This design comes from an exercise in tuning for small area, a short achievable clock period and few clock cycles per item on the open sky130 flow, not from production work.
At most, simulation tests tie the RTL to the original design; equivalence was not proved.
Power and IR drop assume default switching activity.

## job 104
// lut_master
module lut_master #(parameter data_width = 16) (
		input wire clk,
		input wire reset,
		input wire req,
		input wire [8 - 1 : 0] lut_handle,
		input wire [data_width - 1 : 0] req_arg,
		output wire [data_width - 1 : 0] data_out,
		output reg valid,
		output reg invalid_request
	);
==> flow/config.mk <==
export PLATFORM = sky130hd
export DESIGN_NAME = lut_master
export DESIGN_NICKNAME = lut_master
export VERILOG_FILES = /design/flow/design.v
export SDC_FILE = /design/flow/constraint.sdc
export NUM_CORES = 4
export LEC_CHECK = 0
export ABC_AREA = 1
export CAP_MARGIN = 20
export CORE_MARGIN = 2
export CORE_UTILIZATION = 45
export PLACE_DENSITY = 0.6
export SETUP_SLACK_MARGIN = 2.0
export SLEW_MARGIN = 20
export SYNTH_MEMORY_MAX_BITS = 70000
==> flow/constraint.sdc <==
create_clock -name core_clock -period 8.0 [get_ports {clk}]
set_input_delay 1.6000 -clock core_clock [delete_from_list [all_inputs] [get_ports {clk}]]
set_output_delay 1.6000 -clock core_clock [all_outputs]
set_load 0.01 [all_outputs]
standard.sh (not shown) runs the stock make flow with config.mk's settings and CLKGATE_MAP_FILE= SYNTH_SCRIPT=/design/flow/synth_recipe.tcl, a recipe that flattens the netlist after the stock synthesis.
==> flow/flow/run.sh <==
#!/bin/bash
# Standard layout, with two changes: the input and output ports are buffered
# by buf_4 cells instead of the delay buffers buffer_ports picks by default,
# and synthesis leaves the adders to abc instead of mapping them to the
# platform's full/half adder cells (the registers are the standard ones).
set -euo pipefail
bash standard.sh "BUFFER_PORTS_ARGS=-buffer_cell sky130_fd_sc_hd__buf_4" "ADDER_MAP_FILE=" finish > make_finish.log 2>&1
No stage failed in job 104, and the final checks on the layout all came back clean.
## Diff of input files: job 102 against job 104
--- a/flow/design.v
+++ b/flow/design.v
@@ -8,13 +8,14 @@
 		input  wire [4:0]  xt,
 		input  wire        mirror,
 		input  wire        neg,
 		output wire [15:0] ya,
 		output wire [15:0] yb,
 		output wire        c7,
-		output wire [7:0]  d
+		output wire [7:0]  dh,
+		output wire        e
 	);
 	reg [3:0] tp_s, tp_t;
 	reg [4:0] qp_s, qp_t;
 	reg [3:0] tn_s, tn_t;
 	always @(*) begin
 		case (xs)
@@ -329,25 +330,28 @@
 	wire dt_22_s = ~tn[3] ^ c1[13] ^ dt_21_c;
 	wire dt_22_c = (~tn[3] & c1[13]) | (~tn[3] & dt_21_c) | (c1[13] & dt_21_c);
 	wire [14:0] dt_a = {dt_22_c, dt_22_s, dt_21_s, dt_20_s, dt_19_s, dt_17_s, dt_13_s, dt_16_s, dt_18_s, dt_14_c, dt_10_s, dt_8_c, dt_8_s, dt_0_s, c1[0]};
 	wire [14:0] dt_b = {~tn[3], 1'b0, 1'b0, 1'b0, 1'b0, 1'b0, dt_16_c, dt_18_c, 1'b0, dt_15_s, dt_14_s, dt_9_s, 1'b0, 1'b0, (c2[0] & tn[0])};
 	wire [14:0] delta = dt_a + dt_b;
 	wire [8:0] s3 = {2'b0, delta[6:0]} + {2'b0, nt_a[6:0]} + {2'b0, nt_b[6:0]};
-	assign d = delta[14:7] + {7'd0, s3[7] ^ s2[7]};
+	assign dh = delta[14:7];
+	assign e  = s3[7] ^ s2[7];
 endmodule
 module lut_interp (
 		input  wire [15:0] ya,
 		input  wire [15:0] yb,
 		input  wire        c7,
-		input  wire [7:0]  d,
+		input  wire [7:0]  dh,
+		input  wire        e,
 		input  wire [3:0]  frac,
 		input  wire        mirror,
 		input  wire        neg,
 		output wire [15:0] interpolated
 	);
 	wire dneg = mirror ^ neg;
+	wire [7:0] d = dh + {7'd0, e};
 	wire ee = dneg & frac[3] & d[0];
 	wire gt_0_s = ya[0] ^ yb[0] ^ c7;
 	wire gt_0_c = (ya[0] & yb[0]) | (ya[0] & c7) | (yb[0] & c7);
 	wire gt_1_s = ((frac[3] & d[1]) ^ mirror) ^ ((frac[2] & d[2]) ^ mirror) ^ ((frac[1] & d[3]) ^ mirror);
 	wire gt_1_c = (((frac[3] & d[1]) ^ mirror) & ((frac[2] & d[2]) ^ mirror)) | (((frac[3] & d[1]) ^ mirror) & ((frac[1] & d[3]) ^ mirror)) | (((frac[2] & d[2]) ^ mirror) & ((frac[1] & d[3]) ^ mirror));
 	wire gt_2_s = ((frac[0] & d[4]) ^ mirror) ^ (mirror & d[0]) ^ (ee ^ mirror);
@@ -606,40 +610,43 @@
 	wire [3:0] frac   = is_tanh ? req_arg[4:1] : req_arg[3:0];
 	wire [22:0] k;
 	wire [13:0] c1;
 	wire [5:0]  c2;
 	wire [15:0] ya, yb;
 	wire        c7;
-	wire [7:0]  d;
+	wire [7:0]  dh;
+	wire        e;
 	lut_coef_rom coef (.addr({is_tanh, pair_a[9:4]}), .k(k), .c1(c1), .c2(c2));
 	lut_eval eval (
 		.k(k), .c1(c1), .c2(c2),
 		.is_tanh(is_tanh),
 		.xs({req_arg[13], req_arg[7:4]}),
 		.xt({req_arg[15], req_arg[8:5]}),
 		.mirror(mirror),
 		.neg(neg),
-		.ya(ya), .yb(yb), .c7(c7), .d(d)
+		.ya(ya), .yb(yb), .c7(c7), .dh(dh), .e(e)
 	);
 	reg [15:0] ya_r, yb_r;
 	reg        c7_r;
-	reg [7:0]  d_r;
+	reg [7:0]  dh_r;
+	reg        e_r;
 	reg [3:0]  frac_r;
 	reg        mirror_r;
 	reg        neg_r;
 	always @(posedge clk) begin
 		ya_r     <= ya;
 		yb_r     <= yb;
 		c7_r     <= c7;
-		d_r      <= d;
+		dh_r     <= dh;
+		e_r      <= e;
 		frac_r   <= frac;
 		mirror_r <= mirror;
 		neg_r    <= neg;
 	end
 	lut_interp interp (
-		.ya(ya_r), .yb(yb_r), .c7(c7_r), .d(d_r),
+		.ya(ya_r), .yb(yb_r), .c7(c7_r), .dh(dh_r), .e(e_r),
 		.frac(frac_r),
 		.mirror(mirror_r),
 		.neg(neg_r),
 		.interpolated(data_out)
 	);
 endmodule
### Flow results
Largest net degree at the start of global routing was lower in the run labelled job 104. The run showing the greater measured slew at the worst slew-check pin is job 104. Cmp job 102 vs job 104: combined area of the multi-input logic cells lower in job 102. Diff job 104 -> job 102 | relative area of non-clock buffer cells in the final design | decrease of 6.9 points. Compared with job 104, job 102 is the less power-hungry design. Compared with job 104, in job 102 final-layout worst hold slack decreased by 12 ps relative to the old numbers, complex-gate fraction of the synthesized area decreased by 1.8 points relative to the old numbers. The shortest period the worst path allows number comes out lower for job 102 vs job 104. The launch point of the worst path comes out lut_handle[0] in one run and mirror_r in the other, namely in job 102 and job 104 respectively. Job 102 against job 104: sequential share of cell area went up by 0.83 points; data arrival at the endpoint of the critical path went up by 1220 ps; die outline area went up by about 2.4%; clock network fraction of design power went up by 1.0 points. Wire length of the first global-routing pass for job 102: about 7% down relative to job 104. Synthesized area divided by synthesized cell count: job 102 vs job 104 up about 0.47%. Run comparison: job 102 category of the critical setup timing path in -> reg; job 104 category of the critical setup timing path reg -> out.
Testbench counts of job 102, summed over its fixed seeds: cycles 12,008, items 12,000.
The RTL of job 104 was laid out without a check of its function.

-- re-timing with driven ports --
How much do the figures lean on ideal ports? The routed layouts below were timed once more, with nothing changed but the port constraints.
Step 1, drivers: a clkbuf_16 drives clk and a buf_2 each remaining input, both assumed.
Step 2 times the ports against the registers' clock, not the clock port: input delays grow and output delays shrink by t, the midpoint of the rising clock arrivals with the driver on.
Slacks: ideal / step 1 / step 2; pairs: ideal / step 1.
| run | t (ns) | setup slack, ns | worst hold slack (ns) | worst setup path at the end | worst data-port slew with drivers (ns) |
|---|---|---|---|---|---|
| job 104 | 0.348 | 1.746 / 1.698 / 1.797 | 0.485 / 0.485 / 0.485 | input to register | 0.15 |
| job 102 | 0.357 | 2.326 / 2.309 / 1.963 | 0.473 / 0.473 / 0.473 | input to register | 0.06 |
After both steps every run listed still meets setup and hold. For job 102, which loses most, drivers alone change the setup slack by -0.017 ns; drivers and shift together by -0.363 ns.
